What follows belongs to an exercise in optimizing a design on an open flow for small area; a production flow would make more cautious choices. Function was checked by simulation only, so behaviour that the tests miss may differ from the original. No run shown here takes its clock network from TritonCTS; it comes from the design's own scripts or RTL. The clock port is modelled as an ideal driver, which makes a skipped or thinned clock tree look cheaper than it is; a real chip needs a root buffer or a tree. No activity file was given, so power comes from the tool's default toggle rates.

**design/flow/config.mk**
```make
export PLATFORM = sky130hd
export DESIGN_NAME = uart_fifo_ctrl
export DESIGN_NICKNAME = uart_fifo_ctrl
export VERILOG_FILES = /design/flow/design.v
export SDC_FILE = /design/flow/constraint.sdc
export NUM_CORES = 4
export LEC_CHECK = 0
export CAP_MARGIN = 20
export CORE_MARGIN = 2
export CORE_UTILIZATION = 70
export SLEW_MARGIN = 20
```
**design/flow/constraint.sdc**
```tcl
create_clock -name core_clock -period 10.0 [get_ports {clk}]
set_input_delay 2.0000 -clock core_clock [delete_from_list [all_inputs] [get_ports {clk}]]
set_output_delay 2.0000 -clock core_clock [all_outputs]
set_load 0.01 [all_outputs]
```
**design/flow/design.v**
```verilog
module uart_fifo_ctrl(
	input wire clk,
	input wire rst,
	input wire rx,
	output wire tx
);
	reg [3:0] pos;
	reg [3:0] rd_off;
	wire do_wr, do_rd;
	always @(posedge clk)
		if (!do_wr)
			pos <= pos + 4'd1;
	reg [127:0] ring;
	wire [7:0] ring_out = ring[127:120];
	wire wr_now;
	reg [7:0] rx_sh;
	wire [7:0] ring_in = wr_now ? rx_sh : ring_out;
	always @(posedge clk)
		ring <= {ring[119:0], ring_in};
	reg [3:0] rx_ph;
	reg [3:0] rx_cnt;
	wire rx_tick = (rx_cnt == 4'd15);
	wire rx_idle = rx_ph[3] && !rx_ph[2] && (rx_ph[1] ^ rx_ph[0]) && rx_cnt[0];
	wire rx_wr = rx_idle && rx_ph[0];
	always @(posedge clk)
		if (!rx_ph[3] && rx_tick)
			rx_sh <= {rx, rx_sh[7:1]};
	always @(posedge clk or posedge rst) begin
		if (rst)
			{rx_ph, rx_cnt} <= 8'hA1;
		else if (rx_idle)
			{rx_ph, rx_cnt} <= rx ? 8'hA1 : 8'hF8;
		else if (rx_tick && rx_ph == 4'd15 && rx)
			{rx_ph, rx_cnt} <= 8'hA1;
		else if (rx_tick && rx_ph == 4'd8 && !rx)
			{rx_ph, rx_cnt} <= 8'hA0;
		else
			{rx_ph, rx_cnt} <= {rx_ph, rx_cnt} + 8'd1;
	end
	reg last_wr;	 
	reg full, empty;
	reg pend;	 
	assign do_wr = rx_wr && !full;
	wire ptr_eq = (rd_off == 4'd0);
	wire cnt0 = ptr_eq && !last_wr;
	assign wr_now = pend && (pos == 4'd15);
	always @(posedge clk or posedge rst) begin
		if (rst) begin
			rd_off <= 4'd0;
			last_wr <= 1'b0;
			full <= 1'b0;
			empty <= 1'b1;
			pend <= 1'b0;
		end else begin
			if (do_wr != do_rd) begin
				rd_off <= do_rd ? rd_off + 4'd1 : rd_off - 4'd1;
				last_wr <= do_wr;
			end
			full <= ptr_eq && last_wr;
			empty <= cnt0;
			if (do_wr)
				pend <= 1'b1;
			else if (wr_now)
				pend <= 1'b0;
		end
	end
	reg [3:0] tx_ph;
	reg [3:0] tx_cnt;
	reg [7:0] tx_buf;
	wire tx_idle = (tx_ph == 4'd2);
	assign do_rd = tx_idle && !empty;
	wire tx_free = (tx_ph == 4'd0) || (tx_ph == 4'd1) || tx_idle;
	wire tx_pre = (tx_ph == 4'd6) || (tx_ph == 4'd7);
	always @(posedge clk)
		tx_cnt <= do_rd ? 4'd15 : tx_cnt + 4'd1;
	always @(posedge clk or posedge rst) begin
		if (rst)
			tx_ph <= 4'd2;
		else if (tx_idle) begin
			if (do_rd)
				tx_ph <= 4'd6;
		end else if (tx_cnt == 4'd15 || tx_ph == 4'd1)
			tx_ph <= tx_ph + 4'd1;
	end
	always @(posedge clk)
		if ((tx_free && pos == rd_off) || (tx_pre && wr_now && cnt0))
			tx_buf <= ring_in;
	assign tx = (tx_ph == 4'd7) ? 1'b0 : (tx_ph[3] ? tx_buf[tx_ph[2:0]] : 1'b1);
endmodule
```
**design/flow/flow/run.sh**
```bash
#!/bin/bash
# Standard layout with two changes:
#  - after floorplanning, combinational cells are set to their smallest
#    drive strength (downsize.tcl); placement's repair sizes up where needed;
#  - the clock tree is built by manual_cts.tcl: one root buffer driving 18
#    leaf buffers, each at the centre of an equal-sized group of flip-flops.
set -euo pipefail
F=$PWD/flow
export POST_FLOORPLAN_TCL=$F/downsize.tcl
export PRE_CTS_TCL=$F/manual_cts.tcl
export MCTS_N=18 MCTS_ROOTS=1 MCTS_CELL=sky130_fd_sc_hd__clkbuf_4 MCTS_ROOT=sky130_fd_sc_hd__clkbuf_16
bash standard.sh > standard_flow.log 2>&1
```
**design/flow/flow/downsize.tcl**
```tcl
# Set every combinational cell to the smallest drive strength of its
# family; the placement's repair_design sizes up again wherever the design
# rules need it. Flip-flops keep the cell that synthesis gave them.
set ds_count 0
set ds_saved 0.0
foreach inst [get_cells *] {
  set lc [get_lib_cells -of_objects $inst]
  set name [get_name $lc]
  if {![regexp {^(sky130_fd_sc_hd__[a-z0-9]+)_([0-9]+)$} $name -> base drive]} continue
  if {[regexp {__(df|edf|sdf|dl|tap|fill|decap|conb)} $name]} continue
  set best $lc
  set best_area [get_property $lc area]
  foreach cand [get_lib_cells ${base}_*] {
    set cn [get_name $cand]
    if {![regexp "^${base}_\[0-9\]+\$" $cn]} continue
    set skip 0
    foreach pat $::env(DONT_USE_CELLS) { if {[string match $pat $cn]} { set skip 1 } }
    if {$skip} continue
    set a [get_property $cand area]
    if {$a < $best_area} { set best $cand; set best_area $a }
  }
  if {$best ne $lc} {
    set ds_saved [expr {$ds_saved + [get_property $lc area] - $best_area}]
    replace_cell $inst $best
    incr ds_count
  }
}
puts "downsize: $ds_count cells, [format %.1f $ds_saved] um2"
```
**design/flow/flow/manual_cts.tcl**
```tcl
set mcts_n $::env(MCTS_N)
set block [ord::get_db_block]
set db [ord::get_db]
set clk_net [$block findNet clk]

proc mcts_split {pts n} {
  # pts: list of {x y iterm}; returns a list of n groups
  if {$n <= 1} { return [list $pts] }
  set n1 [expr {$n / 2}]
  set n2 [expr {$n - $n1}]
  set xs [lsort -real [lmap p $pts {lindex $p 0}]]
  set ys [lsort -real [lmap p $pts {lindex $p 1}]]
  set idx [expr {[string is double [lindex $xs end]] ? 0 : 0}]
  if {[lindex $xs end] - [lindex $xs 0] >= [lindex $ys end] - [lindex $ys 0]} { set idx 0 } else { set idx 1 }
  set s [lsort -real -index $idx $pts]
  set k [expr {int(round(double([llength $pts]) * $n1 / $n))}]
  return [concat [mcts_split [lrange $s 0 [expr {$k - 1}]] $n1] [mcts_split [lrange $s $k end] $n2]]
}

proc mcts_buffer {block db cell name in_net out_net x y} {
  set master [$db findMaster $cell]
  set inst [odb::dbInst_create $block $master $name]
  $inst setLocation [expr {int($x)}] [expr {int($y)}]
  $inst setPlacementStatus PLACED
  foreach mt [$master getMTerms] {
    if {[$mt getSigType] == "POWER" || [$mt getSigType] == "GROUND"} continue
    if {[$mt getIoType] == "INPUT"} { [$inst findITerm [$mt getName]] connect $in_net }
    if {[$mt getIoType] == "OUTPUT"} { [$inst findITerm [$mt getName]] connect $out_net }
  }
  return $inst
}

set pts {}
foreach it [$clk_net getITerms] {
  set bb [[$it getInst] getBBox]
  lappend pts [list [expr {([$bb xMin] + [$bb xMax]) / 2.0}] [expr {([$bb yMin] + [$bb yMax]) / 2.0}] $it]
}
puts "manual cts: [llength $pts] sinks, $mcts_n buffers of $::env(MCTS_CELL)"
set groups [mcts_split $pts $mcts_n]
# Leaf buffers come in bisection order, so consecutive leaves are near each
# other; with roots, each of the MCTS_ROOTS root buffers drives one run of
# consecutive leaves.
set n_roots [expr {$mcts_n > 4 ? (([info exists ::env(MCTS_ROOTS)] && $::env(MCTS_ROOTS) ne "") ? $::env(MCTS_ROOTS) : 1) : 0}]
set leaf_src {}
for {set r 0} {$r < $n_roots} {incr r} {
  set net [odb::dbNet_create $block "clknet_m_root_$r"]
  $net setSigType CLOCK
  lappend root_nets $net
}
set k 0
array unset leaf_xy
foreach g $groups {
  set sx 0; set sy 0
  foreach p $g { set sx [expr {$sx + [lindex $p 0]}]; set sy [expr {$sy + [lindex $p 1]}] }
  set x [expr {$sx / [llength $g]}]; set y [expr {$sy / [llength $g]}]
  set net [odb::dbNet_create $block "clknet_m_$k"]
  $net setSigType CLOCK
  foreach p $g { set it [lindex $p 2]; $it disconnect; $it connect $net }
  if {$n_roots > 0} {
    set r [expr {$k * $n_roots / $mcts_n}]
    set src [lindex $root_nets $r]
    lappend leaf_xy($r) [list $x $y]
  } else {
    set src $clk_net
  }
  mcts_buffer $block $db $::env(MCTS_CELL) "clkbuf_m_$k" $src $net $x $y
  puts "  buffer $k at $x $y drives [llength $g] sinks"
  incr k
}
for {set r 0} {$r < $n_roots} {incr r} {
  set sx 0; set sy 0
  foreach p $leaf_xy($r) { set sx [expr {$sx + [lindex $p 0]}]; set sy [expr {$sy + [lindex $p 1]}] }
  set n [llength $leaf_xy($r)]
  mcts_buffer $block $db $::env(MCTS_ROOT) "clkbuf_m_root_$r" $clk_net [lindex $root_nets $r] [expr {$sx / $n}] [expr {$sy / $n}]
  puts "  root buffer $r drives $n leaf buffers"
}
rename clock_tree_synthesis orig_clock_tree_synthesis
proc clock_tree_synthesis {args} { puts "clock_tree_synthesis replaced by the manual tree" }
```
**design/flow/standard.sh**
```bash
#!/bin/bash
# synth_recipe.tcl (not shown) runs the flow's synth.tcl, then flattens the netlist and writes it again
# the make line also repeats each setting of config.mk as NAME=value (left out here)
make -C /OpenROAD-flow-scripts/flow DESIGN_CONFIG=/design/flow/config.mk WORK_HOME=/design/flow/orfs CLKGATE_MAP_FILE= SYNTH_SCRIPT=/design/flow/synth_recipe.tcl "${@:-finish}"
```
==> results by group, run 1 <==
Synthesis
  – Synth Instances: 303
  – Flops & latches, synth: 172
  – Syn Nets: roughly 320
  – Register area share after synthesis: 0.792
  – Yosys top cell area share: 0.558
  – Syn avg cell area: 15.6 µm²
  – Number of enable flip-flop cells after synthesis: 20
  – Distinct cells, synth: 45
  – Synth area leader: dfxtp_1
  – Async SR Flop Fraction: 0.116
  – YS warnings: 1
  – Synth Flop Type: dfxtp_1
  – Synth Cell Area: 4730 µm²
  – Ranking of synthesized cells by area: dfxtp_1, edfxtp_1, dfrtp_1

GRT
  – Antenna violations before repair: 0
  – First-pass GRT wire length: 10100 µm
  – Vias in the first global route: between 2000 and 2500
  – Total gr overflow: 0
  – Largest net degree at the start of global routing: 21
  – GRT Overall Usage: 0.169

Final layout
  – Share of cells above drive strength 1: 0.109
  – Fillers: 376
  – Final Cell Area: 4980 µm²
  – Storage cell area: approximately 3700 µm²
  – Most common cell after layout, fill and taps aside: dfxtp_1
  – Multi-input logic area: a little over 900 µm²
  – Cell Count, Final, Fillers Out: 398
  – Most frequent cells in the layout: dfxtp_1, edfxtp_1, clkbuf_4, dfrtp_1, nand2_1
  – # nets final: roughly 340
  – N_diodes: 0
  – Area grow syn2layout: 5.10%

Placement
  – IO buf count: 3
  – Gpl congestion: 0.792
  – Placed instance area: between 4000 and 5000 µm²
  – Detailed Place HPWL: 3830 µm
  – Placed Cells: 379

Detailed routing
  – Drt wl/cell: 14.7 µm
  – Vias per inst: 5.24
  – DRT Pass-1 Iters: 4
  – Post-route antenna net violation count: 0
  – Via count: between 2000 and 2500
  – Iter 0 DRT Violations: 140
  – Drt drc: 0
  – Post-Route WL: approximately 5900 µm

Pwr
  – Part of the power in registers: 0.644
  – Internal: 1090 µW
  – Sw Share: 0.266
  – Clock share of power: 0.190
  – LEAKAGE: ~0.0020 µW
  – Total Power: 1480 µW
  – Comb power frac: 0.166
  – Power Density: 298 nW/µm²
  – Peak supply drop: 0.188 mV
  – Psw: slightly below 400 µW

Timing
  – Fmax: around 0.22 GHz
  – Final worst-path cycle share: 0.453
  – Final slew viol count: 0
  – Skew final: 16.8 ps
  – Minimum clock period: 4530 ps
  – Setup tns final: 0 ps
  – Final hold vios: 0
  – Final hold slack: 320 ps
  – Final setup fails: 0
  – Least-Margin Pin Slew: 801 ps
  – Slew margin rel.: 0.465
  – RSZ-0062 raised after global routing: no

Die
  – Std-Cell Rows: 29
  – Die H: 86.2 µm
  – Ports: 4
  – Initial core utilization: 0.733
  – Die W: roughly 86 µm
  – Core area: 6460 µm²
  – Die area: between 7000 and 8000 µm²

Clock tree
  – Post-CTS Setup Bufs: 0
  – Clock transition at path regs: about 100 ps
  – Post-cts sizing count: 0
  – Hold buffers post-CTS: 0
  – Skew-Pair Late Insertion Delay: 360 ps

Setup path
  – CP Capture Type: output pin
  – CP Max Fanout: 9
  – Startpoint Class: register
  – Critical Path AT: 2530 ps
  – Critical path class: reg2out
  – Worst path required time: around 8000 ps

Hold path
  – Worst min-delay path class: reg2reg

Flow run
  – Max-capacitance violation count: 0

Outcome
  – Outcome: no timing/DRC/antenna violations
[Yosys cell counts, drive strengths merged, types with 2 or more instances]
cell    instances
edfxtp         20
inv             9
xor2            7
a22oi           2
a22o            2
or3             2
dfrtp          15
dfxtp         132
a31oi           2
nand2          12
nand3           7
mux2           11
xnor2           9
mux2i           3
ha             11
a21o            2
dfstp           5
and3            3
nor2           10
clkbuf          2
a32o            2
a21oi           8
buf             2
nor3            5
nand4           3
[state kept, by name, indices dropped and copies added (netlist names), 4 cells and up]
name,flops
rx_sh,8
tx_ph,4
pos,4
tx_buf,8
ring,128
rd_off,4
tx_cnt,4
rx_ph,4
rx_cnt,4
[area by class of cell]
type,instances,share of cell area
timing repair buffer,3,0.00603
sequential,172,0.754
multi-input combinational,118,0.182
buffer,19,0.0322
tap,77,0.0194
inverter,9,0.00679
[worst max-delay path: stages (launching register included)]
cell	delay (ps)
dfrtp_1	570
mux4_2	540
a2111oi_0	490
a31oi_1	70
clkdlybuf4s50_1	500
[through the flow]
stage	setup slack, ps	util
finish	5470	0.770
global route	5240	0.770
CTS	5900	0.770
detailed placement	5910	0.746
global placement	5910	0.746
floorplan	6360	-
[logic make-up (layout without fill, tap and decap cells)]
logic type / after synthesis / count (layout) / share of synthesized area
flops: 172 / 172 / 0.792
simple gates: 53 / 53 / 0.0618
compound gates: 22 / 22 / 0.0317
xor+xnor: 16 / 16 / 0.0296
mux: 15 / 15 / 0.0381
buf+inv: 13 / 31 / 0.0135
fa+ha+maj: 12 / 12 / 0.0333
[worst paths after layout]
kind | start | end | slack, ps | cells after the start
worst max-delay path | tx_ph[0] | tx | 5470 | 4
worst min-delay path | ring[96] | ring[104] | 320 | 0
worst max register to register | tx_ph[0] | rd_off[3] | 7310 | 8
worst min register to register | ring[96] | ring[104] | 320 | 0
max in group asynchronous | rst | rx_cnt[1] | 7400 | 2
min in group asynchronous | rst | last_wr | 2090 | 2
[routing by layer]
metal	up-vias	routed length (µm)	GRT usage	share of wire
li1	1056	-	-	-
met1	997	2970	0.256	0.51
met2	25	2580	0.266	0.44
met3	7	227	0.0267	0.039
met4	0	86	0.0341	0.015
met5	-	0	0	0
[power by group through the flow]
stage / clock network, µW / logic [µW] / registers (µW)
final: 282 / 247 / 954
after global placement: 0 / 238 / 960
after floorplan: 0 / 224 / 931
after CTS: 221 / 249 / 973
after detailed placement: 0 / 250 / 969
after global routing: 320 / 286 / 974
==> inputs of run 2 (changes only) <==
--- a/design/flow/design.v
+++ b/design/flow/design.v
@@ -8,8 +8,7 @@
 	reg [3:0] rd_off;
 	wire do_wr, do_rd;
 	always @(posedge clk)
-		if (!do_wr)
-			pos <= pos + 4'd1;
+		pos <= pos + {3'd0, !do_wr};
 	reg [127:0] ring;
 	wire [7:0] ring_out = ring[127:120];
 	wire wr_now;
@@ -25,18 +24,24 @@
 	always @(posedge clk)
 		if (!rx_ph[3] && rx_tick)
 			rx_sh <= {rx, rx_sh[7:1]};
-	always @(posedge clk or posedge rst) begin
+	reg [7:0] rx_nxt;
+	always @(*) begin
+		if (rx_idle)
+			rx_nxt = rx ? 8'hA1 : 8'hF8;
+		else if (rx_tick && rx_ph == 4'd15 && rx)
+			rx_nxt = 8'hA1;
+		else if (rx_tick && rx_ph == 4'd8 && !rx)
+			rx_nxt = 8'hA0;
+		else
+			rx_nxt = {rx_ph, rx_cnt} + 8'd1;
+	end
+	always @(posedge clk or posedge rst)
 		if (rst)
-			{rx_ph, rx_cnt} <= 8'hA1;
-		else if (rx_idle)
-			{rx_ph, rx_cnt} <= rx ? 8'hA1 : 8'hF8;
-		else if (rx_tick && rx_ph == 4'd15 && rx)
-			{rx_ph, rx_cnt} <= 8'hA1;
-		else if (rx_tick && rx_ph == 4'd8 && !rx)
-			{rx_ph, rx_cnt} <= 8'hA0;
+			{rx_ph, rx_cnt[0]} <= 5'b10101;
 		else
-			{rx_ph, rx_cnt} <= {rx_ph, rx_cnt} + 8'd1;
-	end
+			{rx_ph, rx_cnt[0]} <= {rx_nxt[7:4], rx_nxt[0]};
+	always @(posedge clk)
+		rx_cnt[3:1] <= rx_nxt[3:1];
 	reg last_wr;	 
 	reg full, empty;
 	reg pend;	 
@@ -44,6 +49,8 @@
 	wire ptr_eq = (rd_off == 4'd0);
 	wire cnt0 = ptr_eq && !last_wr;
 	assign wr_now = pend && (pos == 4'd15);
+	wire off_up = do_rd && !do_wr;
+	wire off_dn = do_wr && !do_rd;
 	always @(posedge clk or posedge rst) begin
 		if (rst) begin
 			rd_off <= 4'd0;
@@ -52,10 +59,9 @@
 			empty <= 1'b1;
 			pend <= 1'b0;
 		end else begin
-			if (do_wr != do_rd) begin
-				rd_off <= do_rd ? rd_off + 4'd1 : rd_off - 4'd1;
+			rd_off <= rd_off + {{3{off_dn}}, off_dn | off_up};
+			if (do_wr != do_rd)
 				last_wr <= do_wr;
-			end
 			full <= ptr_eq && last_wr;
 			empty <= cnt0;
 			if (do_wr)
==> design/flow/flow/run.sh (replaced) <==
#!/bin/bash
# Standard layout (standard.sh) with these changes:
#  - synthesis uses an area-oriented abc script (flow/synth.tcl,
#    flow/abc_area.script) in place of ORFS's abc_speed.script;
#  - after floorplanning, combinational cells are set to their smallest
#    drive strength (downsize.tcl); placement's repair sizes up where needed;
#  - the clock tree is built by manual_cts.tcl: one root buffer driving 18
#    leaf buffers, each at the centre of an equal-sized group of flip-flops.
# Each tool's output is in the ORFS logs under orfs/logs; make's own output
# is in standard_flow.log.
set -euo pipefail
W=$PWD
F=$W/flow
rm -rf "$W/area_scripts"
cp -r "$FLOW_HOME/scripts" "$W/area_scripts"
cp "$F/abc_area.script" "$W/area_scripts/abc_speed.script"
export AREA_SCRIPTS_DIR=$W/area_scripts
export POST_FLOORPLAN_TCL=$F/downsize.tcl
export PRE_CTS_TCL=$F/manual_cts.tcl
export MCTS_N=18 MCTS_ROOTS=1 MCTS_CELL=sky130_fd_sc_hd__clkbuf_4 MCTS_ROOT=sky130_fd_sc_hd__clkbuf_16
bash standard.sh SYNTH_SCRIPT="$F/synth.tcl" finish > standard_flow.log 2>&1
==> design/flow/flow/abc_area.script (new file) <==
strash
&get -n
&fraig -x
&put
dc2
strash
&get -n
&dch -f
&nf
&put
==> design/flow/flow/synth.tcl (new file) <==
# The standard synthesis (synth_recipe.tcl), except that ORFS's scripts
# are read from a copy whose abc_speed.script is the area-oriented
# flow/abc_area.script. Registers are mapped before abc, as in the standard
# synthesis, so they keep their names and cells.
proc synth {args} { yosys synth -nofsm -noshare {*}$args }
set ::env(SCRIPTS_DIR) $::env(AREA_SCRIPTS_DIR)
source $::env(SCRIPTS_DIR)/synth.tcl
# left out here: clear keep_hierarchy, flatten, clean up, hide names made inside functions, write 1_2_yosys.v
==> run 2 against run 1 <==
  * Still clean on timing, DRC and antenna
  * Synthesized cell count is 4.6% lower
  * Cell count is 2.5% lower
  * Design area is 2.1% lower
  * First-iteration DRC count is 56% lower
  * Utilization is 0.30 points lower
  * Global-route usage is 0.40 points lower
  * Clock skew is 2.9 ps lower
  * Hold slack better by 2.9 ps
  * Flip-flop and latch count stayed put
  * Critical endpoint unchanged
==> results by group, run 2 <==
Synthesis
  – Synth Cell Area: 4580 µm² (was 4730 µm²)
  – Synth area leader: dfxtp_1 (unchanged)
  – Synth Flop Type: dfxtp_1 (unchanged)
  – Number of enable flip-flop cells after synthesis: 16 (was 20)
  – Yosys top cell area share: 0.607 (was 0.558)
  – Synth top cells by count: dfxtp_1, edfxtp_1, ha_1 (was dfxtp_1, edfxtp_1, dfrtp_1)
  – Ranking of synthesized cells by area: dfxtp_1, edfxtp_1, dfrtp_1 (unchanged)
  – YS warnings: 1 (unchanged)
  – Register area share after synthesis: 0.807 (was 0.792)
  – Flops & latches, synth: 172 (unchanged)
  – Cell with the most instances after synthesis: dfxtp_1 (unchanged)
  – Syn Nets: 306 (was 318)
  – Async SR Flop Fraction: 0.0988 (was 0.116)
  – Distinct cells, synth: 37 (was 45)
  – Synth Instances: 289 (was 303)
  – Syn avg cell area: 15.8 µm² (was 15.6 µm²)

Timing
  – Final hold vios: 0 (unchanged)
  – Final slew viol count: 0 (unchanged)
  – RSZ-0062 raised after global routing: no (unchanged)
  – Fmax: 0.243 GHz (was 0.221 GHz)
  – Post-route worst setup slack: 5880 ps (was 5470 ps)
  – Final setup fails: 0 (unchanged)
  – Minimum clock period: 4120 ps (was 4530 ps)
  – Setup tns final: 0 ps (unchanged)
  – Final worst-path cycle share: 0.412 (was 0.453)
  – Slew margin rel.: 0.439 (was 0.465)
  – Least-Margin Pin Slew: 839 ps (was 801 ps)
  – Skew final: 14.0 ps (was 16.8 ps)

Detailed routing
  – Iter 0 DRT Violations: 62 (was 140)
  – Drt wl/cell: 14.6 µm (was 14.7 µm)
  – Vias per inst: 5.14 (was 5.24)
  – Post-route antenna net violation count: 0 (unchanged)
  – Via count: 1994 (was 2085)
  – Drt drc: 0 (unchanged)
  – DRT Pass-1 Iters: 4 (unchanged)
  – Post-Route WL: 5670 µm (was 5860 µm)

Final layout
  – Biggest register: ring (unchanged)
  – Multi-input logic area: 843 µm² (was 906 µm²)
  – N_diodes: 0 (unchanged)
  – Storage cell area: 3690 µm² (was 3750 µm²)
  – # nets final: 330 (was 338)
  – Max FFs per register: 128 (unchanged)
  – Area grow syn2layout: 6.39% (was 5.10%)
  – Most frequent cells in the layout: dfxtp_1, clkbuf_4, edfxtp_1, ha_1, clkinv_1 (was dfxtp_1, edfxtp_1, clkbuf_4, dfrtp_1, nand2_1)
  – Largest regs: ring (128), rx_sh (8), tx_buf (8) (unchanged)
  – Share of cells above drive strength 1: 0.0868 (was 0.109)
  – Fillers: 356 (was 376)
  – Most common cell after layout, fill and taps aside: dfxtp_1 (unchanged)

Pwr
  – Clock share of power: 0.187 (was 0.190)
  – Sw Share: 0.259 (was 0.266)
  – Total Power: 1490 µW (was 1480 µW)
  – Peak supply drop: 0.202 mV (was 0.188 mV)
  – Power Density: 307 nW/µm² (was 298 nW/µm²)
  – Part of the power in registers: 0.660 (was 0.644)
  – Internal: 1110 µW (was 1090 µW)
  – Comb power frac: 0.153 (was 0.166)
  – Psw: 387 µW (was 394 µW)
  – LEAKAGE: 0.00194 µW (was 0.00202 µW)

Die
  – Die area: 7210 µm² (was 7440 µm²)
  – Ports: 4 (unchanged)
  – Die H: 84.9 µm (was 86.2 µm)
  – Die W: 84.9 µm (was 86.2 µm)
  – Initial core utilization: 0.721 (was 0.733)
  – Core area: 6350 µm² (was 6460 µm²)
  – Std-Cell Rows: 29 (unchanged)

Clock tree
  – Post-CTS Setup Bufs: 0 (unchanged)
  – Skew-Pair Late Insertion Delay: 350 ps (was 360 ps)
  – Hold buffers post-CTS: 0 (unchanged)
  – Clock transition at path regs: 100 ps (about the same)
  – Post-cts sizing count: 0 (unchanged)

Flow run
  – Max-capacitance violation count: 0 (unchanged)

Hold path
  – Min-delay src: ring[80] (was ring[96])
  – Hold Path Stages: 0 (unchanged)
  – Worst min-delay path class: reg2reg (unchanged)
  – Hold EP: ring[88] (was ring[104])

GRT
  – Vias in the first global route: 2051 (was 2143)
  – GRT Overall Usage: 0.165 (was 0.169)
  – Total gr overflow: 0 (unchanged)
  – Antenna violations before repair: 0 (unchanged)
  – Largest net degree at the start of global routing: 19 (was 21)
  – First-pass GRT wire length: 9760 µm (was 10100 µm)

Setup path
  – Critical path class: reg2out (unchanged)
  – Reg-to-reg critical path endpoint: rd_off[3] (unchanged)
  – Startpoint Class: register (unchanged)
  – CP Max Fanout: 8 (was 9)
  – Worst path required time: 8000 ps (about the same)
  – Critical Path AT: 2120 ps (was 2530 ps)
  – CP Capture Type: output pin (unchanged)
  – Worst flop-to-flop path startpoint: tx_ph[1] (was tx_ph[0])
  – Reg2reg path depth: 9 (was 8)
  – R2R setup slack: 7100 ps (was 7310 ps)

Placement
  – Setup slack at placement: 6270 ps (was 5910 ps)
  – Gpl congestion: 0.811 (was 0.792)
  – Detailed Place HPWL: 3620 µm (was 3830 µm)
  – IO buf count: 3 (unchanged)

Outcome
  – Outcome: no timing/DRC/antenna violations (unchanged)
run 2: cell families (layout without fill, tap and decap cells):
logic type	Yosys count	after routing	share of synthesized area
compound gates	23	23	0.0322
xor+xnor	17	17	0.0325
fa+ha+maj	14	14	0.0382
buf+inv	13	35	0.0107
flops	172	172	0.807
mux	12	12	0.0339
simple gates	38	38	0.0459
run 2: worst max-delay path by stage:
stage,startpoint,endpoint,depth (start not counted)
floorplan,tx_ph[0],tx,3
global placement,tx_ph[0],tx,4
detailed placement,tx_ph[0],tx,4
CTS,tx_ph[0],tx,4
global route,tx_ph[0],tx,4
finish,tx_ph[0],tx,4
run 2: layer usage:
layer	wire length, µm	global-route usage
met5	0	0
met4	101	0.0375
met3	184	0.0233
met2	2560	0.267
met1	2820	0.242
run 2: final cells by class:
class | count | share of cell area
inverters | 13 | 0.0100
multi-input cells | 104 | 0.173
well taps | 77 | 0.0198
repair buffers | 3 | 0.00616
plain buffers | 19 | 0.0329
flip-flops and latches | 172 | 0.758
run 2: metrics by stage:
step,cells,area [µm²],utilization,hold slack [ps]
after floorplan,289,4580,-,310
after global placement,369,4710,0.741,310
after detailed placement,369,4710,0.741,312
after CTS,388,4870,0.767,312
after global routing,388,4870,0.767,327
final,388,4870,0.767,323
run 2: worst max-delay path: stages (launching register included):
cell and delay, ps:
dfrtp_1 520, mux4_2 530, mux2i_1 150, a22oi_1 80, clkdlybuf4s50_1 480
run 2: power groups by stage:
stage,Sequential (µW),Clock [µW],Combinational (µW)
2_1_floorplan,968,0,182
3_3_place_gp,991,0,221
3_5_place_dp,1000,0,231
4_1_cts,1010,221,232
5_1_grt,1010,317,264
6_report,987,279,229
==> inputs of run 3 (changes only) <==
--- a/design/flow/design.v
+++ b/design/flow/design.v
@@ -73,21 +73,18 @@
 	reg [3:0] tx_ph;
 	reg [3:0] tx_cnt;
 	reg [7:0] tx_buf;
-	wire tx_idle = (tx_ph == 4'd2);
+	wire tx_idle = (tx_ph == 4'd1) && tx_cnt[0];
 	assign do_rd = tx_idle && !empty;
-	wire tx_free = (tx_ph == 4'd0) || (tx_ph == 4'd1) || tx_idle;
-	wire tx_pre = (tx_ph == 4'd6) || (tx_ph == 4'd7);
+	wire tx_free = (tx_ph[3:1] == 3'd0);
+	wire tx_pre = (tx_ph[3:1] == 3'd3);
+	wire [7:0] tx_nxt = tx_idle ? (do_rd ? 8'h6F : 8'h11) : {tx_ph, tx_cnt} + 8'd1;
+	always @(posedge clk or posedge rst)
+		if (rst)
+			{tx_ph, tx_cnt[0]} <= 5'b00011;
+		else
+			{tx_ph, tx_cnt[0]} <= {tx_nxt[7:4], tx_nxt[0]};
 	always @(posedge clk)
-		tx_cnt <= do_rd ? 4'd15 : tx_cnt + 4'd1;
-	always @(posedge clk or posedge rst) begin
-		if (rst)
-			tx_ph <= 4'd2;
-		else if (tx_idle) begin
-			if (do_rd)
-				tx_ph <= 4'd6;
-		end else if (tx_cnt == 4'd15 || tx_ph == 4'd1)
-			tx_ph <= tx_ph + 4'd1;
-	end
+		tx_cnt[3:1] <= tx_nxt[3:1];
 	always @(posedge clk)
 		if ((tx_free && pos == rd_off) || (tx_pre && wr_now && cnt0))
 			tx_buf <= ring_in;
==> run 3 against run 2 <==
  * Critical path depth unchanged
  * Wire length increased by 0.72%
  * Clock skew grew 5.2 ps
  * Maximum frequency fell by 3.2%
  * Setup slack got worse by 140 ps
  * Area after synthesis shrank 0.98%
  * Sequential power about the same
  * Critical path type unchanged
  * Critical endpoint unchanged
  * Largest power group unchanged
==> results by group, run 3 <==
Setup path
  – Crit-path cells: mux4_2 -> mux2i_1 -> a22oi_1 -> clkdlybuf4s50_1 (unchanged)
  – CP Capture Type: output pin (unchanged)
  – R2R setup slack: 7020 ps (was 7100 ps)
  – Startpoint Class: register (unchanged)
  – Buf+Inv Stages, Crit Path: 1 (unchanged)
  – Max incr delay on CP: 650 ps (was 530 ps)
  – Delay-heaviest family, CP: multiplexers (unchanged)
  – Critical path class: reg2out (unchanged)
  – CP max stage cell: dfstp_2 (was mux4_2)
  – Critical Path AT: 2260 ps (was 2120 ps)
  – Worst path required time: 8000 ps (about the same)
  – CP Max Fanout: 9 (was 8)

Pwr
  – Power Density: 306 nW/µm² (was 307 nW/µm²)
  – Peak supply drop: 0.209 mV (was 0.202 mV)
  – LEAKAGE: 0.00192 µW (was 0.00194 µW)
  – Total Power: 1480 µW (was 1490 µW)

Synthesis
  – Adder-cell share of the synthesized area: 0.0320 (was 0.0382)
  – Register area share after synthesis: 0.816 (was 0.807)
  – Syn avg cell area: 16.0 µm² (was 15.8 µm²)
  – Synth Cell Area: 4540 µm² (was 4580 µm²)
  – Yosys top cell area share: 0.609 (was 0.607)
  – Async SR Flop Fraction: 0.105 (was 0.0988)
  – Flops & latches, synth: 172 (unchanged)
  – Synth Area in XOR/XNOR: 0.0348 (was 0.0325)
  – Main combinational cell family by area after synthesis: simple AND/OR/NAND/NOR gates (unchanged)
  – Cell with the most instances after synthesis: dfxtp_1 (unchanged)
  – Syn Nets: 298 (was 306)
  – Area share of and/or/nand/nor cells after synthesis: 0.0508 (was 0.0459)
  – Number of enable flip-flop cells after synthesis: 16 (unchanged)
  – Synth Area in Compound Gates: 0.0270 (was 0.0322)
  – Synth Flop Type: dfxtp_1 (unchanged)
  – Synth Instances: 284 (was 289)
  – Mux share of post-synthesis cell area: 0.0320 (was 0.0339)
  – Ranking of synthesized cells by area: dfxtp_1, edfxtp_1, dfrtp_1 (unchanged)
  – YS warnings: 1 (unchanged)
  – Synth top cells by count: dfxtp_1, edfxtp_1, dfrtp_1, xnor2_1, nand2_1 (was dfxtp_1, edfxtp_1, ha_1)
  – Distinct cells, synth: 36 (was 37)
  – Synth area leader: dfxtp_1 (unchanged)

Final layout
  – Area grow syn2layout: 6.32% (was 6.39%)
  – Biggest register: ring (unchanged)
  – Fillers: 384 (was 356)
  – Largest regs: ring (128), rx_sh (8), tx_buf (8) (unchanged)
  – # nets final: 322 (was 330)
  – N_diodes: 0 (unchanged)
  – Max FFs per register: 128 (unchanged)
  – Most frequent cells in the layout: dfxtp_1, clkbuf_4, edfxtp_1, xnor2_1, dfrtp_1 (was dfxtp_1, clkbuf_4, edfxtp_1, ha_1, clkinv_1)
  – Share of cells above drive strength 1: 0.0882 (was 0.0868)
  – Most common cell after layout, fill and taps aside: dfxtp_1 (unchanged)
  – Cell Count, Final, Fillers Out: 383 (was 388)
  – Post-Route Utilization: 0.764 (was 0.767)

Detailed routing
  – Iter 0 DRT Violations: 54 (was 62)
  – Vias per inst: 5.16 (was 5.14)
  – Drt wl/cell: 14.9 µm (was 14.6 µm)
  – Via count: 1977 (was 1994)
  – Post-Route WL: 5710 µm (was 5670 µm)
  – DRT Pass-1 Iters: 4 (unchanged)
  – Post-route antenna net violation count: 0 (unchanged)
  – Drt drc: 0 (unchanged)

Timing
  – Setup tns final: 0 ps (unchanged)
  – Final worst-path cycle share: 0.426 (was 0.412)
  – Minimum clock period: 4260 ps (was 4120 ps)
  – RSZ-0062 raised after global routing: no (unchanged)
  – Skew final: 19.2 ps (was 14.0 ps)
  – Slew margin rel.: 0.433 (was 0.439)
  – Post-route worst setup slack: 5740 ps (was 5880 ps)
  – Least-Margin Pin Slew: 847 ps (was 839 ps)
  – Final hold vios: 0 (unchanged)
  – Fmax: 0.235 GHz (was 0.243 GHz)
  – Final slew viol count: 0 (unchanged)
  – Final setup fails: 0 (unchanged)

Placement
  – Placed Cells: 364 (was 369)
  – IO buf count: 3 (unchanged)
  – Detailed Place HPWL: 3790 µm (was 3620 µm)
  – Gpl congestion: 0.804 (was 0.811)
  – Setup slack at placement: 6130 ps (was 6270 ps)

GRT
  – Largest net degree at the start of global routing: 19 (unchanged)
  – Total gr overflow: 0 (unchanged)
  – Antenna violations before repair: 0 (unchanged)
  – GRT Overall Usage: 0.171 (was 0.165)
  – Vias in the first global route: 2061 (was 2051)
  – First-pass GRT wire length: 9920 µm (was 9760 µm)

Die
  – Core area: 6310 µm² (was 6350 µm²)
  – Initial core utilization: 0.718 (was 0.721)
  – Die area: 7140 µm² (was 7210 µm²)
  – Die W: 84.5 µm (was 84.9 µm)
  – Std-Cell Rows: 29 (unchanged)
  – Ports: 4 (unchanged)
  – Die H: 84.5 µm (was 84.9 µm)

Clock tree
  – Skew-Pair Late Insertion Delay: 360 ps (was 350 ps)
  – Hold buffers post-CTS: 0 (unchanged)
  – Clock transition at path regs: 100 ps (about the same)
  – Post-cts sizing count: 0 (unchanged)
  – Post-CTS Setup Bufs: 0 (unchanged)

Flow run
  – Max-capacitance violation count: 0 (unchanged)

Hold path
  – Worst min-delay path class: reg2reg (unchanged)

Outcome
  – Outcome: no timing/DRC/antenna violations (unchanged)
==> run 3: cell count changes in the layout (fill, tap and decap cells not counted), moves of 2 or more <==
| cell | delta |
|---|---|
| ha_1 | -4 |
| nand2_1 | +4 |
| clkinv_1 | -4 |
| and2_0 | +2 |
| a21oi_1 | -2 |
| and3_1 | +3 |
| nand3_1 | -2 |
| nor2_1 | -2 |
| o2111ai_1 | -2 |
==> run 3: kinds of logic after synthesis <==
kind of cell	after synthesis
compound gates	20
mux	11
xor+xnor	18
fa+ha+maj	11
buf+inv	9
flops	172
simple gates	43
==> run 3: worst register-to-register path, cell delays in order (launching register included) <==
cell	delay, ps
dfstp_2	570
clkinv_1	100
ha_1	280
nand4b_1	230
or3_1	460
clkinv_1	90
ha_1	250
clkinv_1	60
ha_1	180
a21oi_1	90
or3_1	340
o21ai_0	100
xor2_1	150
==> run 3: path summary, 6_finish.rpt <==
path / from / endpoint / cells after the start
max: tx_ph[0] / tx / 4
min reg2reg: ring[119] / ring[127] / 0
max in group asynchronous: rst / rx_ph[3] / 2
min: ring[119] / ring[127] / 0
max reg2reg: rx_ph[1] / rd_off[3] / 12
min in group asynchronous: rst / rd_off[0] / 2
==> run 3: layout make-up <==
cell class	count	area, µm²	share of cell area
flip-flops and latches	172	3700	0.768
multi-input cells	103	801	0.166
plain buffers	19	160	0.0332
well taps	77	96.3	0.0200
inverters	9	33.8	0.00701
repair buffers	3	30.0	0.00623
==> run 3: metal layers <==
| metal | share of wire | vias to the layer above | track usage | routed length [µm] |
|---|---|---|---|---|
| met4 | 0.0088 | 0 | 0.0390 | 50 |
| met5 | 0 | - | 0 | 0 |
| met3 | 0.047 | 4 | 0.0256 | 270 |
| met1 | 0.48 | 939 | 0.253 | 2720 |
| li1 | - | 998 | - | - |
| met2 | 0.47 | 36 | 0.273 | 2660 |
==> run 3: power breakdown <==
part / switching (µW) / internal (µW) / total [µW]
registers: 98.9 / 888 / 987
clock network: 176 / 102 / 279
logic: 102 / 108 / 210
==> run 3: per-stage QoR <==
stage / hold WS [ps] / cell area (µm²)
6_report: 316 / 4820
5_1_grt: 324 / 4820
4_1_cts: 312 / 4820
3_5_place_dp: 312 / 4660
3_3_place_gp: 310 / 4660
2_1_floorplan: 310 / 4540
==> inputs of run 4 (changes only) <==
--- a/design/flow/flow/run.sh
+++ b/design/flow/flow/run.sh
@@ -4,6 +4,7 @@
 #    flow/abc_area.script) in place of ORFS's abc_speed.script;
 #  - after floorplanning, combinational cells are set to their smallest
 #    drive strength (downsize.tcl); placement's repair sizes up where needed;
+#  - ports are buffered with buf_1 cells;
 #  - the clock tree is built by manual_cts.tcl: one root buffer driving 18
 #    leaf buffers, each at the centre of an equal-sized group of flip-flops.
 # Each tool's output is in the ORFS logs under orfs/logs; make's own output
@@ -17,5 +18,6 @@
 export AREA_SCRIPTS_DIR=$W/area_scripts
 export POST_FLOORPLAN_TCL=$F/downsize.tcl
 export PRE_CTS_TCL=$F/manual_cts.tcl
-export MCTS_N=18 MCTS_ROOTS=1 MCTS_CELL=sky130_fd_sc_hd__clkbuf_4 MCTS_ROOT=sky130_fd_sc_hd__clkbuf_16
+export BUFFER_PORTS_ARGS="-buffer_cell sky130_fd_sc_hd__buf_1"
+export MCTS_N=18 MCTS_ROOTS=1 MCTS_CELL=sky130_fd_sc_hd__clkbuf_4 MCTS_ROOT=sky130_fd_sc_hd__clkbuf_8
 bash standard.sh SYNTH_SCRIPT="$F/synth.tcl" finish > standard_flow.log 2>&1
==> run 4 against run 3 <==
  * Design area fell by 0.62%
  * Register-to-register slack improved by 40 ps
  * Critical path type unchanged
  * Utilization fell by 0.48 points
  * Setup slack improved by 300 ps
  * Combinational power fell by 4%
  * Power fell by 1.3%
  * Still clean on timing, DRC and antenna
  * Sequential power fell by 0.4%
  * Largest cell class unchanged
  * First-iteration DRC count rose by 52%
  * Global-route usage fell by 1.2 points
==> results by group, run 4 <==
Synthesis
  – Synth Flop Type: dfxtp_1 (unchanged)
  – Register area share after synthesis: 0.816 (unchanged)
  – Cell with the most instances after synthesis: dfxtp_1 (unchanged)
  – Flops & latches, synth: 172 (unchanged)
  – Distinct cells, synth: 36 (unchanged)
  – Synth Instances: 284 (unchanged)
  – Number of enable flip-flop cells after synthesis: 16 (unchanged)
  – Syn Nets: 298 (unchanged)
  – YS warnings: 1 (unchanged)
  – Async SR Flop Fraction: 0.105 (unchanged)
  – Syn avg cell area: 16.0 µm² (unchanged)
  – Synth Cell Area: 4540 µm² (unchanged)
  – Synth top cells by count: dfxtp_1, edfxtp_1, dfrtp_1, xnor2_1, nand2_1 (unchanged)
  – Ranking of synthesized cells by area: dfxtp_1, edfxtp_1, dfrtp_1 (unchanged)
  – Synth area leader: dfxtp_1 (unchanged)
  – Yosys top cell area share: 0.609 (unchanged)

Final layout
  – Cell Count, Final, Fillers Out: 383 (unchanged)
  – Share of cells above drive strength 1: 0.0882 (unchanged)
  – N_diodes: 0 (unchanged)
  – Storage cell area: 3700 µm² (unchanged)
  – Most common cell after layout, fill and taps aside: dfxtp_1 (unchanged)
  – Multi-input logic area: 801 µm² (unchanged)
  – # nets final: 322 (unchanged)
  – Area grow syn2layout: 5.66% (was 6.32%)
  – Fillers: 392 (was 384)
  – Biggest register: ring (unchanged)
  – Most frequent cells in the layout: dfxtp_1, clkbuf_4, edfxtp_1, xnor2_1, dfrtp_1 (unchanged)
  – Max FFs per register: 128 (unchanged)
  – Largest regs: ring (128), rx_sh (8), tx_buf (8) (unchanged)

Setup path
  – CP Capture Type: output pin (unchanged)
  – Worst path required time: 8000 ps (about the same)
  – CP max stage cell: dfstp_2 (unchanged)
  – Reg2reg path depth: 12 (unchanged)
  – Worst flop-to-flop path startpoint: rx_ph[1] (unchanged)
  – R2R setup slack: 7060 ps (was 7020 ps)
  – Crit-path cells: mux4_2 -> mux2i_1 -> a22oi_1 -> buf_1 (was mux4_2 -> mux2i_1 -> a22oi_1 -> clkdlybuf4s50_1)
  – Reg-to-reg critical path endpoint: rd_off[3] (unchanged)
  – Critical Path Sink: tx (unchanged)
  – CP Max Fanout: 9 (unchanged)
  – Crit. Startpoint: tx_ph[0] (unchanged)
  – Critical Path AT: 1960 ps (was 2260 ps)
  – Max incr delay on CP: 640 ps (was 650 ps)
  – Critical path class: reg2out (unchanged)
  – Startpoint Class: register (unchanged)

Placement
  – Gpl congestion: 0.818 (was 0.804)
  – Detailed Place HPWL: 3520 µm (was 3790 µm)
  – IO buf count: 3 (unchanged)
  – Setup slack at placement: 6490 ps (was 6130 ps)
  – Placed Cells: 364 (unchanged)

Timing
  – Setup tns final: 0 ps (unchanged)
  – Final hold vios: 0 (unchanged)
  – Final worst-path cycle share: 0.396 (was 0.426)
  – Minimum clock period: 3960 ps (was 4260 ps)
  – Final slew viol count: 0 (unchanged)
  – RSZ-0062 raised after global routing: no (unchanged)
  – Skew final: 17.2 ps (was 19.2 ps)
  – Fmax: 0.253 GHz (was 0.235 GHz)
  – Final setup fails: 0 (unchanged)
  – Post-route worst setup slack: 6040 ps (was 5740 ps)
  – Least-Margin Pin Slew: 1040 ps (was 847 ps)
  – Slew margin rel.: 0.299 (was 0.433)

Clock tree
  – Post-CTS Setup Bufs: 0 (unchanged)
  – Hold buffers post-CTS: 0 (unchanged)
  – Clock transition at path regs: 90 ps (was 100 ps)
  – Post-cts sizing count: 0 (unchanged)
  – Skew-Pair Late Insertion Delay: 420 ps (was 360 ps)

Pwr
  – Peak supply drop: 0.243 mV (was 0.209 mV)
  – Power Density: 304 nW/µm² (was 306 nW/µm²)
  – Part of the power in registers: 0.675 (was 0.669)
  – Clock share of power: 0.187 (was 0.189)
  – Comb power frac: 0.139 (was 0.142)
  – Internal: 1080 µW (was 1100 µW)
  – Sw Share: 0.256 (about the same)
  – LEAKAGE: 0.00190 µW (was 0.00192 µW)
  – Psw: 374 µW (was 378 µW)

Die
  – Ports: 4 (unchanged)
  – Std-Cell Rows: 29 (unchanged)
  – Core area: 6310 µm² (unchanged)
  – Initial core utilization: 0.718 (unchanged)
  – Die H: 84.5 µm (unchanged)
  – Die W: 84.5 µm (unchanged)
  – Die area: 7140 µm² (unchanged)

Detailed routing
  – Post-Route WL: 5420 µm (was 5710 µm)
  – Vias per inst: 5.16 (about the same)
  – Iter 0 DRT Violations: 82 (was 54)
  – Drt drc: 0 (unchanged)
  – Via count: 1976 (was 1977)
  – Post-route antenna net violation count: 0 (unchanged)
  – Drt wl/cell: 14.2 µm (was 14.9 µm)
  – DRT Pass-1 Iters: 4 (unchanged)

GRT
  – First-pass GRT wire length: 9400 µm (was 9920 µm)
  – Largest net degree at the start of global routing: 19 (unchanged)
  – GRT Overall Usage: 0.159 (was 0.171)
  – Antenna violations before repair: 0 (unchanged)
  – Total gr overflow: 0 (unchanged)
  – Vias in the first global route: 2016 (was 2061)

Hold path
  – Worst min-delay path class: reg2reg (unchanged)

Outcome
  – Outcome: no timing/DRC/antenna violations (unchanged)

Flow run
  – Max-capacitance violation count: 0 (unchanged)
-- run 4: cell types whose count changed in the layout (fill, tap and decap cells not counted) --
cell | previous run | this run
clkbuf_16 | 1 | 0
buf_1 | 0 | 3
o21ai_1 | 1 | 0
clkdlybuf4s50_1 | 3 | 0
clkbuf_8 | 0 | 1
o21ai_0 | 8 | 9
-- run 4: area by class of cell --
| class | instances | share of cell area |
|---|---|---|
| repair buffers | 3 | 0.00235 |
| plain buffers | 19 | 0.0311 |
| well taps | 77 | 0.0201 |
| inverters | 9 | 0.00705 |
| multi-input cells | 103 | 0.167 |
| flip-flops and latches | 172 | 0.772 |
-- run 4: power by group through the flow --
stage,registers [µW],logic [µW],clock network (µW)
global placement,992,196,0
detailed placement,999,204,0
finish,983,202,272
global route,1010,234,307
CTS,1000,206,212
floorplan,967,166,0
-- run 4: worst max-delay path, delay by kind of cell (launching register included) --
| family | cells | cell delay (ps) |
|---|---|---|
| flops | 1 | 640 |
| buf+inv | 1 | 140 |
| compound gates | 1 | 90 |
| mux | 2 | 670 |
-- run 4: logic make-up after synthesis --
family | synth area share
AND/OR/NAND/NOR | 0.0508
multiplexers | 0.0320
XOR/XNOR | 0.0348
flip-flops | 0.816
AO/OA/AOI/OAI | 0.0270
adder cells (fa/ha/maj) | 0.0320
buffers and inverters | 0.00745
-- run 4: how the worst min path moves through the flow --
stage,end,slack [ps],from,cells past startpoint
2_1_floorplan,ring[100],310,ring[92],0
3_3_place_gp,ring[126],310,ring[118],0
3_5_place_dp,ring[113],310,ring[105],0
4_1_cts,ring[116],310,ring[108],0
5_1_grt,ring[106],320,ring[98],0
6_report,ring[106],320,ring[98],0
-- run 4: metrics by stage --
stage	utilization	power, µW	instance area, µm²	hold WS [ps]
after detailed placement	0.735	1200	4640	312
after CTS	0.759	1420	4790	312
after floorplan	-	1130	4540	310
final	0.759	1460	4790	316
after global placement	0.735	1190	4640	310
after global routing	0.759	1550	4790	324
-- run 4: routing by layer --
layer,GRT usage,up-vias,share of wire
li1,-,997,-
met1,0.244,938,0.50
met2,0.243,30,0.44
met3,0.0256,11,0.039
met4,0.0375,0,0.019
met5,0,-,0
==> inputs of run 5 (changes only) <==
--- a/design/flow/design.v
+++ b/design/flow/design.v
@@ -43,7 +43,9 @@
 	always @(posedge clk)
 		rx_cnt[3:1] <= rx_nxt[3:1];
 	reg last_wr;	 
-	reg full, empty;
+	reg empty;
+	wire [3:0] tx_ph_w;
+	wire full = (rd_off == 4'd0 && last_wr) || (tx_ph_w == 4'd6 && rd_off == 4'd1);
 	reg pend;	 
 	assign do_wr = rx_wr && !full;
 	wire ptr_eq = (rd_off == 4'd0);
@@ -55,14 +57,12 @@
 		if (rst) begin
 			rd_off <= 4'd0;
 			last_wr <= 1'b0;
-			full <= 1'b0;
 			empty <= 1'b1;
 			pend <= 1'b0;
 		end else begin
 			rd_off <= rd_off + {{3{off_dn}}, off_dn | off_up};
 			if (do_wr != do_rd)
 				last_wr <= do_wr;
-			full <= ptr_eq && last_wr;
 			empty <= cnt0;
 			if (do_wr)
 				pend <= 1'b1;
@@ -73,6 +73,7 @@
 	reg [3:0] tx_ph;
 	reg [3:0] tx_cnt;
 	reg [7:0] tx_buf;
+	assign tx_ph_w = tx_ph;
 	wire tx_idle = (tx_ph == 4'd1) && tx_cnt[0];
 	assign do_rd = tx_idle && !empty;
 	wire tx_free = (tx_ph[3:1] == 3'd0);
==> design/flow/flow/abc_area.script (replaced) <==
strash
&get -n
&fraig -x
&put
dc2
strash
&get -n
&dch -f
&nf -R 1000 -p
&put
==> run 5 against run 4 <==
  * Sequential power is 0.6% lower
  * Flip-flop and latch count shrank 1
  * Clock power down 1%
  * Area after synthesis is 0.69% lower
  * Combinational power is essentially flat
  * Highest routed layer unchanged
==> results by group, run 5 <==
Timing
  – Final setup fails: 0 (unchanged)
  – Skew final: 12.2 ps (was 17.2 ps)
  – Setup tns final: 0 ps (unchanged)
  – Least-Margin Pin Slew: 1020 ps (was 1040 ps)
  – Final worst-path cycle share: 0.394 (was 0.396)
  – RSZ-0062 raised after global routing: no (unchanged)
  – Slew margin rel.: 0.315 (was 0.299)
  – Final slew viol count: 0 (unchanged)
  – Fmax: 0.254 GHz (was 0.253 GHz)
  – Final hold vios: 0 (unchanged)
  – Minimum clock period: 3940 ps (was 3960 ps)
  – Post-route worst setup slack: 6060 ps (was 6040 ps)

Placement
  – IO buf count: 3 (unchanged)
  – Setup slack at placement: 6500 ps (was 6490 ps)
  – Placed instance area: 4610 µm² (was 4640 µm²)
  – Detailed Place HPWL: 3520 µm (about the same)
  – Gpl congestion: 0.786 (was 0.818)

Clock tree
  – Post-cts sizing count: 0 (unchanged)
  – Post-CTS Setup Bufs: 0 (unchanged)
  – Skew-Pair Late Insertion Delay: 410 ps (was 420 ps)
  – Clock transition at path regs: 100 ps (was 90 ps)
  – Hold buffers post-CTS: 0 (unchanged)

Final layout
  – Max FFs per register: 128 (unchanged)
  – Largest regs: ring (128), rx_sh (8), tx_buf (8) (unchanged)
  – Final Cell Area: 4760 µm² (was 4790 µm²)
  – Most common cell after layout, fill and taps aside: dfxtp_1 (unchanged)
  – Share of cells above drive strength 1: 0.0871 (was 0.0882)
  – Most frequent cells in the layout: dfxtp_1, nand2_1, clkbuf_4, edfxtp_1 (was dfxtp_1, clkbuf_4, edfxtp_1, xnor2_1, dfrtp_1)
  – Post-Route Utilization: 0.758 (was 0.759)
  – Area grow syn2layout: 5.69% (was 5.66%)
  – N_diodes: 0 (unchanged)
  – Biggest register: ring (unchanged)
  – # nets final: 326 (was 322)

Detailed routing
  – Drt wl/cell: 14.0 µm (was 14.2 µm)
  – Iter 0 DRT Violations: 68 (was 82)
  – Post-Route WL: 5410 µm (was 5420 µm)
  – Via count: 1988 (was 1976)
  – Post-route antenna net violation count: 0 (unchanged)
  – DRT Pass-1 Iters: 4 (unchanged)
  – Vias per inst: 5.14 (was 5.16)
  – Drt drc: 0 (unchanged)

Setup path
  – CP Max Fanout: 8 (was 9)
  – Critical Path AT: 1940 ps (was 1960 ps)
  – Reg2reg path depth: 11 (was 12)
  – Worst path required time: 8000 ps (about the same)
  – Startpoint Class: register (unchanged)
  – Critical path class: reg2out (unchanged)
  – CP Capture Type: output pin (unchanged)

GRT
  – Total gr overflow: 0 (unchanged)
  – GRT Overall Usage: 0.157 (was 0.159)
  – First-pass GRT wire length: 9170 µm (was 9400 µm)
  – Antenna violations before repair: 0 (unchanged)
  – Largest net degree at the start of global routing: 19 (unchanged)
  – Vias in the first global route: 2035 (was 2016)

Die
  – Die W: 84.2 µm (was 84.5 µm)
  – Initial core utilization: 0.718 (about the same)
  – Ports: 4 (unchanged)
  – Std-Cell Rows: 29 (unchanged)
  – Die area: 7090 µm² (was 7140 µm²)
  – Die H: 84.2 µm (was 84.5 µm)
  – Core area: 6280 µm² (was 6310 µm²)

Synthesis
  – Distinct cells, synth: 35 (was 36)
  – Cell with the most instances after synthesis: dfxtp_1 (unchanged)
  – Syn avg cell area: 15.6 µm² (was 16.0 µm²)
  – Synth Cell Area: 4500 µm² (was 4540 µm²)
  – Ranking of synthesized cells by area: dfxtp_1, edfxtp_1, dfrtp_1 (unchanged)
  – Syn Nets: 302 (was 298)
  – Async SR Flop Fraction: 0.0994 (was 0.105)
  – Synth Flop Type: dfxtp_1 (unchanged)
  – Synth area leader: dfxtp_1 (unchanged)
  – Yosys top cell area share: 0.613 (was 0.609)
  – Register area share after synthesis: 0.816 (about the same)
  – Synth top cells by count: dfxtp_1, nand2_1, edfxtp_1 (was dfxtp_1, edfxtp_1, dfrtp_1, xnor2_1, nand2_1)
  – Number of enable flip-flop cells after synthesis: 16 (unchanged)
  – Flops & latches, synth: 171 (was 172)
  – YS warnings: 1 (unchanged)
  – Synth Instances: 288 (was 284)

Pwr
  – LEAKAGE: 0.00194 µW (was 0.00190 µW)
  – Total Power: 1450 µW (was 1460 µW)
  – Peak supply drop: 0.216 mV (was 0.243 mV)
  – Power Density: 304 nW/µm² (about the same)

Hold path
  – Hold Path Stages: 0 (unchanged)
  – Worst min-delay path class: reg2reg (unchanged)

Flow run
  – Max-capacitance violation count: 0 (unchanged)

Outcome
  – Outcome: no timing/DRC/antenna violations (unchanged)
run 5: changes by cell type after synthesis, moves of 2 or more:
cell      before  now
nor2b_1        1    4
o21ai_0        9    6
nand3_1        6   11
a21oi_1        1    4
nand2b_1       3    0
xnor2_1       12   10
xor2_1         6    4
nand2_1       11   19
or3_1          2    0
run 5: layout make-up:
type                            count  area, µm²
Tap cell                           77       96.3
Multi-Input combinational cell    108        795
Buffer                             19        149
Sequential cell                   171       3680
Fill cell                         384       1520
Timing Repair Buffer                3       11.3
Inverter                            9       33.8
run 5: power by group:
part	internal, µW	total, µW	switching [µW]
Combinational	100	201	101
Sequential	881	977	95.6
Clock	92.6	268	176
Total	1070	1450	372
run 5: final timing paths:
check | start | to | slack [ps]
min | ring[74] | ring[82] | 330
max in group asynchronous | rst | rx_ph[3] | 8100
min in group asynchronous | rst | rd_off[0] | 1550
max reg2reg | rx_ph[1] | rd_off[2] | 7230
max | tx_ph[0] | tx | 6060
min reg2reg | ring[74] | ring[82] | 330
run 5: logic make-up after synthesis:
| kind of cell | count (synthesis) | synth area share |
|---|---|---|
| xor+xnor | 14 | 0.0272 |
| simple gates | 51 | 0.0544 |
| fa+ha+maj | 11 | 0.0322 |
| buf+inv | 9 | 0.00750 |
| mux | 11 | 0.0322 |
| flops | 171 | 0.816 |
| compound gates | 21 | 0.0303 |
run 5: through the flow:
step | cells | hold WS (ps)
after global routing | 387 | 323
after CTS | 387 | 312
after detailed placement | 368 | 312
final | 387 | 325
after floorplan | 288 | 310
after global placement | 368 | 311
run 5: critical path: stages (launching register included):
cell	delay, ps
dfstp_2	640
mux4_2	520
mux2i_1	140
a22oi_1	80
buf_1	140
run 5: per-layer routing:
| layer | global-route usage | up-vias | part of all wire |
|---|---|---|---|
| met4 | 0.0469 | 0 | 0.018 |
| met1 | 0.236 | 942 | 0.50 |
| met5 | 0 | - | 0 |
| met3 | 0.0236 | 8 | 0.033 |
| li1 | - | 1011 | - |
| met2 | 0.242 | 27 | 0.45 |
==> inputs of run 6 (changes only) <==
--- a/design/flow/flow/run.sh
+++ b/design/flow/flow/run.sh
@@ -5,7 +5,7 @@
 #  - after floorplanning, combinational cells are set to their smallest
 #    drive strength (downsize.tcl); placement's repair sizes up where needed;
 #  - ports are buffered with buf_1 cells;
-#  - the clock tree is built by manual_cts.tcl: one root buffer driving 18
+#  - the clock tree is built by manual_cts.tcl: one root buffer driving 17
 #    leaf buffers, each at the centre of an equal-sized group of flip-flops.
 # Each tool's output is in the ORFS logs under orfs/logs; make's own output
 # is in standard_flow.log.
@@ -19,5 +19,5 @@
 export POST_FLOORPLAN_TCL=$F/downsize.tcl
 export PRE_CTS_TCL=$F/manual_cts.tcl
 export BUFFER_PORTS_ARGS="-buffer_cell sky130_fd_sc_hd__buf_1"
-export MCTS_N=18 MCTS_ROOTS=1 MCTS_CELL=sky130_fd_sc_hd__clkbuf_4 MCTS_ROOT=sky130_fd_sc_hd__clkbuf_8
+export MCTS_N=17 MCTS_ROOTS=1 MCTS_CELL=sky130_fd_sc_hd__clkbuf_4 MCTS_ROOT=sky130_fd_sc_hd__clkbuf_8
 bash standard.sh SYNTH_SCRIPT="$F/synth.tcl" finish > standard_flow.log 2>&1
--- a/design/flow/config.mk
+++ b/design/flow/config.mk
@@ -7,5 +7,5 @@
 export LEC_CHECK = 0
 export CAP_MARGIN = 20
 export CORE_MARGIN = 2
-export CORE_UTILIZATION = 70
+export CORE_UTILIZATION = 80
 export SLEW_MARGIN = 20
==> run 6 against run 5 <==
  * Still clean on timing, DRC and antenna
  * Setup slack worse by 160 ps
  * Maximum frequency decreased by 3.9%
  * Clock skew up 5.1 ps
  * Cell count fell by 1.6%
  * Hold slack better by 4.0 ps
  * Critical path depth did not move
  * Area after synthesis did not move
  * Die area shrank 12%
  * Critical path type unchanged
==> results by group, run 6 <==
Outcome
  – Outcome: no timing/DRC/antenna violations (unchanged)

Synthesis
  – YS warnings: 1 (unchanged)
  – Synth top cells by count: dfxtp_1, nand2_1, edfxtp_1 (unchanged)
  – Synth Flop Type: dfxtp_1 (unchanged)
  – Synth area leader: dfxtp_1 (unchanged)
  – Number of enable flip-flop cells after synthesis: 16 (unchanged)
  – Yosys top cell area share: 0.613 (unchanged)
  – Ranking of synthesized cells by area: dfxtp_1, edfxtp_1, dfrtp_1 (unchanged)
  – Register area share after synthesis: 0.816 (unchanged)
  – Flops & latches, synth: 171 (unchanged)
  – Syn Nets: 302 (unchanged)
  – Cell with the most instances after synthesis: dfxtp_1 (unchanged)
  – Synth Cell Area: 4500 µm² (unchanged)
  – Syn avg cell area: 15.6 µm² (unchanged)
  – Synth Instances: 288 (unchanged)
  – Distinct cells, synth: 35 (unchanged)
  – Async SR Flop Fraction: 0.0994 (unchanged)

Clock tree
  – Hold buffers post-CTS: 0 (unchanged)
  – Skew-Pair Late Insertion Delay: 420 ps (was 410 ps)
  – Post-CTS Setup Bufs: 0 (unchanged)
  – Clock transition at path regs: 120 ps (was 100 ps)
  – Post-cts sizing count: 0 (unchanged)

Final layout
  – Most common cell after layout, fill and taps aside: dfxtp_1 (unchanged)
  – Most frequent cells in the layout: dfxtp_1, nand2_1, clkbuf_4, edfxtp_1 (unchanged)
  – Share of cells above drive strength 1: 0.0841 (was 0.0871)
  – Largest regs: ring (128), rx_sh (8), tx_buf (8) (unchanged)
  – # nets final: 325 (was 326)
  – N_diodes: 0 (unchanged)
  – Area grow syn2layout: 5.39% (was 5.69%)
  – Max FFs per register: 128 (unchanged)
  – Biggest register: ring (unchanged)

Placement
  – Detailed Place HPWL: 5240 µm (was 3520 µm)
  – IO buf count: 3 (unchanged)
  – Gpl congestion: 0.798 (was 0.786)

Timing
  – Fmax: 0.244 GHz (was 0.254 GHz)
  – Final worst-path cycle share: 0.409 (was 0.394)
  – Final hold vios: 0 (unchanged)
  – RSZ-0062 raised after global routing: no (unchanged)
  – Setup tns final: 0 ps (unchanged)
  – Final slew viol count: 0 (unchanged)
  – Least-Margin Pin Slew: 1050 ps (was 1020 ps)
  – Slew margin rel.: 0.290 (was 0.315)
  – Final hold slack: 329 ps (was 325 ps)
  – Minimum clock period: 4090 ps (was 3940 ps)
  – Skew final: 17.3 ps (was 12.2 ps)
  – Final setup fails: 0 (unchanged)

GRT
  – GRT Overall Usage: 0.274 (was 0.157)
  – Total gr overflow: 0 (unchanged)
  – First-pass GRT wire length: 12800 µm (was 9170 µm)
  – Antenna violations before repair: 0 (unchanged)
  – Largest net degree at the start of global routing: 18 (was 19)
  – Vias in the first global route: 2370 (was 2035)

Setup path
  – Crit-path cells: mux4_2 -> mux2i_1 -> a22oi_1 -> buf_1 (unchanged)
  – Delay-heaviest family, CP: multiplexers (unchanged)
  – Startpoint Class: register (unchanged)
  – Crit. Startpoint: tx_ph[0] (unchanged)
  – Worst path required time: 8000 ps (about the same)
  – CP Max Fanout: 8 (unchanged)
  – Critical path class: reg2out (unchanged)
  – Buf+Inv Stages, Crit Path: 1 (unchanged)
  – Critical Path AT: 2090 ps (was 1940 ps)
  – Worst flop-to-flop path startpoint: tx_ph[1] (was rx_ph[1])
  – Max incr delay on CP: 660 ps (was 640 ps)
  – CP Capture Type: output pin (unchanged)
  – CP max stage cell: dfstp_2 (unchanged)

Detailed routing
  – DRT Pass-1 Iters: 4 (unchanged)
  – Vias per inst: 5.85 (was 5.14)
  – Post-Route WL: 8000 µm (was 5410 µm)
  – Post-route antenna net violation count: 0 (unchanged)
  – Drt wl/cell: 21.0 µm (was 14.0 µm)
  – Drt drc: 0 (unchanged)
  – Via count: 2229 (was 1988)
  – Iter 0 DRT Violations: 193 (was 68)

Die
  – Initial core utilization: 0.823 (was 0.718)
  – Ports: 4 (unchanged)
  – Core area: 5470 µm² (was 6280 µm²)
  – Die H: 79.0 µm (was 84.2 µm)
  – Die W: 79.0 µm (was 84.2 µm)
  – Std-Cell Rows: 27 (was 29)
  – Die area: 6250 µm² (was 7090 µm²)

Pwr
  – LEAKAGE: 0.00193 µW (was 0.00194 µW)
  – Peak supply drop: 0.208 mV (was 0.216 mV)
  – Power Density: 319 nW/µm² (was 304 nW/µm²)

Hold path
  – Worst min-delay path class: reg2reg (unchanged)
  – Min-delay src: ring[83] (was ring[74])

Flow run
  – Max-capacitance violation count: 0 (unchanged)
## run 6: cell counts after synthesis
No cell type changed its count.
## run 6: stage by stage
step / setup WS [ps] / total power, µW / util / instances / instance area [µm²]
floorplan: 6670 / 1120 / - / 288 / 4500
global placement: 6510 / 1170 / 0.842 / 363 / 4610
CTS: 6390 / 1450 / 0.867 / 381 / 4750
global route: 5850 / 1580 / 0.867 / 381 / 4750
detailed placement: 6390 / 1230 / 0.842 / 363 / 4610
finish: 5910 / 1510 / 0.867 / 381 / 4750
## run 6: logic make-up after synthesis
kind of cell | Yosys count | synth area share
flops | 171 | 0.816
simple gates | 51 | 0.0544
compound gates | 21 | 0.0303
xor+xnor | 14 | 0.0272
mux | 11 | 0.0322
fa+ha+maj | 11 | 0.0322
buf+inv | 9 | 0.00750
## run 6: path summary, 6_finish.rpt
check                      slack (ps)  depth (start not counted)         to
min in group asynchronous        1540                          2   tx_ph[1]
setup reg to reg                 7000                          8  rd_off[2]
hold reg to reg                   330                          0   ring[91]
max in group asynchronous        8100                          2   rx_ph[1]
hold / removal                    330                          0   ring[91]
setup / recovery                 5910                          4         tx
## run 6: where the power goes
group          switching [µW]  internal, µW  total [µW]
Clock                     184          88.1         272
Sequential                119           882        1000
Combinational             136           104         239
Total                     438          1070        1510
## run 6: final cells by class
cell class | count | area [µm²]
flip-flops and latches | 171 | 3680
repair buffers | 3 | 11.3
plain buffers | 18 | 141
multi-input cells | 108 | 795
fillers | 213 | 726
well taps | 72 | 90.1
inverters | 9 | 33.8
## run 6: metal layers
metal	GRT usage	routed length, µm	vias up
met2	0.478	4060	111
met3	0.0261	436	37
met5	0	0	-
met1	0.355	3140	1063
met4	0.116	359	0
li1	-	-	1018

## static timing again, ports no longer ideal
Ports are ideal in the flow. The routed layouts listed here were re-timed in OpenROAD.
Step 1: set_driving_cell puts a clkbuf_16 on clk and a buf_2 on each other input, an assumption about the parent block.
Step 2 also shifts input and output timing later by t, the mid clock arrival at the registers, as if the neighbouring blocks saw the same clock.
Slacks: ideal / step 1 / step 2; pairs: ideal / step 1.
run	t (ns)	setup slack, ns	worst setup path at the end	latest minus earliest clock arrival (ns)
run 1	0.389	5.470 / 5.433 / 5.822	register to output	0.018 / 0.018
run 2	0.381	5.879 / 5.846 / 6.227	register to output	0.014 / 0.015
run 3	0.380	5.744 / 5.711 / 6.091	register to output	0.020 / 0.020
run 4	0.440	6.042 / 6.013 / 6.453	register to output	0.019 / 0.019
run 5	0.430	6.064 / 6.036 / 6.466	register to output	0.015 / 0.016
run 6	0.438	5.906 / 5.879 / 6.317	register to output	0.018 / 0.018
After both steps every run listed still meets setup and hold.
